What follows belongs to an exercise in optimizing a design on an open flow for small area and a short achievable clock period; a production flow would make more cautious choices.
Only simulation tests tie the RTL to the original design; equivalence was not proved.

Setup of juniper:
## dsp
module dsp (
A0, A1, B0, B1, C0, C1, D0, D1,
E0, E1, F0, F1, G0, G1, H0, H1,
from_previous, add_previous, clk, mode_0, mode_1, reset,
result0, result1
);
export LEC_CHECK = 0
export CAP_MARGIN = 20
export CORE_MARGIN = 2
export CORE_UTILIZATION = 40
export SETUP_SLACK_MARGIN = 4.0
export SLEW_MARGIN = 20
create_clock -name core_clock -period 8.5 [get_ports {clk}]
run.sh (not shown) runs the stock make flow with config.mk's settings and CLKGATE_MAP_FILE= SYNTH_SCRIPT=/design/flow/synth_recipe.tcl, a recipe that flattens the netlist after the stock synthesis.
Here is what was changed in the inputs of raven compared with juniper.
# juniper
export LEC_CHECK = 0
export CAP_MARGIN = 20
export CORE_MARGIN = 2
export CORE_UTILIZATION = 40
export SETUP_SLACK_MARGIN = 4.0
export SLEW_MARGIN = 20
create_clock -name core_clock -period 8.5 [get_ports {clk}]
# raven
export LEC_CHECK = 0
export CAP_MARGIN = 20
export CORE_MARGIN = 2
export CORE_UTILIZATION = 40
export SLEW_MARGIN = 20
create_clock -name core_clock -period 8.5 [get_ports {clk}]
==> comparison <==
raven closes out successfully: all stages finished, all timing, DRC and antenna checks passed. Compared with juniper, in raven clock skew now smaller; cell area decreased 1.0%; met1 demand-to-capacity share in global routing now sits higher; delay of the slowest cell on the worst path lower.
Edits applied to the flow inputs when going from raven to xenon:
# raven
export LEC_CHECK = 0
export CAP_MARGIN = 20
export CORE_MARGIN = 2
export CORE_UTILIZATION = 40
export SLEW_MARGIN = 20
create_clock -name core_clock -period 8.5 [get_ports {clk}]
# xenon
export LEC_CHECK = 0
export CAP_MARGIN = 20
export CORE_MARGIN = 2
export CORE_UTILIZATION = 40
export SETUP_SLACK_MARGIN = 4.6
export SLEW_MARGIN = 20
create_clock -name core_clock -period 8.5 [get_ports {clk}]
### Flow results
Looking at number of inserted diodes, xenon sits 3 below raven.
Run comparison: xenon critical path class reg -> reg; raven critical path class in -> reg
m1.m2.S_temp[33]$_DFF_P_ as the capturing instance or port of the critical path was reported by xenon, and m0.m2.S_temp[143]$_DFF_P_ by raven.


Another version of the RTL of dsp (not shown whole).
Size in the first run: ~12000 cells after synthesis, roughly 0.12 mm² of cells after synthesis.
## dsp
module dsp (
A0, A1, B0, B1, C0, C1, D0, D1,
E0, E1, F0, F1, G0, G1, H0, H1,
from_previous, add_previous, clk, mode_0, mode_1, reset,
result0, result1
);
Settings: LEC_CHECK=0, CAP_MARGIN=20, CORE_MARGIN=2, CORE_UTILIZATION=55, CTS_BUF_LIST=sky130_fd_sc_hd__clkbuf_8, SETUP_SLACK_MARGIN=4.0, SLEW_MARGIN=20; clock period 8.5 ns.
standard.sh (not shown) runs the stock make flow with config.mk's settings and CLKGATE_MAP_FILE= SYNTH_SCRIPT=/design/flow/synth_recipe.tcl, a recipe that flattens the netlist after the stock synthesis.
==> flow/flow/run.sh <==
#!/bin/bash
# Standard layout with two changes:
# 1. One netlist step between synthesis and floorplan: flow/polarity.py
#    rebuilds full adders on complemented signals where that removes
#    inverters between them (a full adder is self-dual), and swaps xor2/xnor2
#    cells where that removes an inverter. Registers are untouched.
# 2. Every input and output port still gets a buffer, but a buf_1 instead of
#    the clkdlybuf4s50_1 that buffer_ports picks by default.
set -euo pipefail
R=orfs/results/${FLOW_PLATFORM}/dsp/base
bash standard.sh synth > synth.log 2>&1
cp $R/1_2_yosys.v yosys_std.v
python3 flow/polarity.py yosys_std.v polarity.v > polarity.log 2>&1
cp polarity.v $R/1_2_yosys.v
rm -f $R/1_synth.odb $R/1_synth.sdc
bash standard.sh "BUFFER_PORTS_ARGS=-buffer_cell sky130_fd_sc_hd__buf_1" finish > layout.log 2>&1
Other scripts of this flow, unchanged in this note and not shown: flow/flow/polarity.py
Next try:
==> flow/flow/run.sh (replaced) <==
#!/bin/bash
# Standard layout, with one netlist step between synthesis and floorplan:
# flow/polarity.py rebuilds full adders on complemented signals where that
# removes inverters between them (a full adder is self-dual), and swaps
# xor2/xnor2 cells where that removes an inverter. Registers are untouched.
set -euo pipefail
R=orfs/results/${FLOW_PLATFORM}/dsp/base
bash standard.sh synth > synth.log 2>&1
cp $R/1_2_yosys.v yosys_std.v
python3 flow/polarity.py yosys_std.v polarity.v > polarity.log 2>&1
cp polarity.v $R/1_2_yosys.v
rm -f $R/1_synth.odb $R/1_synth.sdc
bash standard.sh > layout.log 2>&1
Settings changed: CORE_UTILIZATION 55 to 40, CTS_BUF_LIST sky130_fd_sc_hd__clkbuf_8 to not set.
The new run produced a clean layout. Routed wire length came out higher by a few percent. Clock-buffer cell count goes down by 67. Global-route usage went down by 9.8 points.
Next try:
==> flow/flow/run.sh (replaced) <==
#!/bin/bash
# Standard layout with two changes:
# 1. One netlist step between synthesis and floorplan: flow/polarity.py
#    rebuilds full adders on complemented signals where that removes
#    inverters between them (a full adder is self-dual), and swaps xor2/xnor2
#    cells where that removes an inverter. Registers are untouched.
# 2. Every input and output port still gets a buffer, but a buf_1 instead of
#    the clkdlybuf4s50_1 that buffer_ports picks by default.
set -euo pipefail
R=orfs/results/${FLOW_PLATFORM}/dsp/base
bash standard.sh synth > synth.log 2>&1
cp $R/1_2_yosys.v yosys_std.v
python3 flow/polarity.py yosys_std.v polarity.v > polarity.log 2>&1
cp polarity.v $R/1_2_yosys.v
rm -f $R/1_synth.odb $R/1_synth.sdc
bash standard.sh "BUFFER_PORTS_ARGS=-buffer_cell sky130_fd_sc_hd__buf_1" finish > layout.log 2>&1
Settings changed: CORE_UTILIZATION 40 to 55.
Wire length is lower by 3.9%; cell area is lower by 4.4%; worst setup slack degrades by 110 ps; final cell count is lower by 6.9%; sequential share of layout area is higher by 0.93 points; utilization is higher by 15 points; clock skew is lower by 39 ps.
Next try:
Settings changed: CORE_UTILIZATION 55 to 65.
Effect: The new run completed with no timing, DRC or antenna violations; die area is lower by 15%; fmax is higher by 0.52%; synthesized area does not change.
Next try:
Settings changed: CORE_UTILIZATION 65 to 72.
Outcome: The new run produced a clean layout; worst setup slack gets worse by 120 ps; final area decreases by 0.30%; routed wire length increases by 5.1%; register-to-register slack gets worse by 120 ps; core utilization increases by 7.7 points.

-- port drivers added, routing unchanged --
Ports are ideal in the flow. The routed layouts listed here were re-timed in OpenROAD.
Step 1 sets driving cells, clkbuf_16 on the clock port and buf_2 on the other inputs (assumed; they add their load-dependent delay and slew).
Step 2 adds t to the input delays and takes it off the output delays; t is the mean of the earliest and latest rising clock arrival at the registers after step 1. Input paths then give back, and output paths get back, about the clock's delay inside the block.
Three values: ideal ports, drivers, drivers and shift; two values: the first two.
run	shift t [ns]	slack for setup (ns)	slew at the worst register clock pin (ns)
juniper	0.983	3.930 / 3.930 / 3.196	0.07 / 0.07
raven	1.020	3.193 / 3.277 / 2.257	0.07 / 0.07
xenon	0.992	3.899 / 3.899 / 3.154	0.07 / 0.07
the first run of note 2	1.135	3.838 / 3.838 / 3.099	0.08 / 0.08
the second run of note 2	0.961	3.950 / 3.950 / 3.081	0.08 / 0.08
the third run of note 2	0.927	3.838 / 3.838 / 3.123	0.07 / 0.07
the fourth run of note 2	0.915	3.862 / 3.862 / 3.183	0.08 / 0.08
the fifth run of note 2	0.935	3.746 / 3.746 / 3.155	0.07 / 0.07
After both steps setup and hold are still met in every run listed. For raven, which loses most, drivers alone change the setup slack by +0.084 ns; drivers and shift together by -0.936 ns.
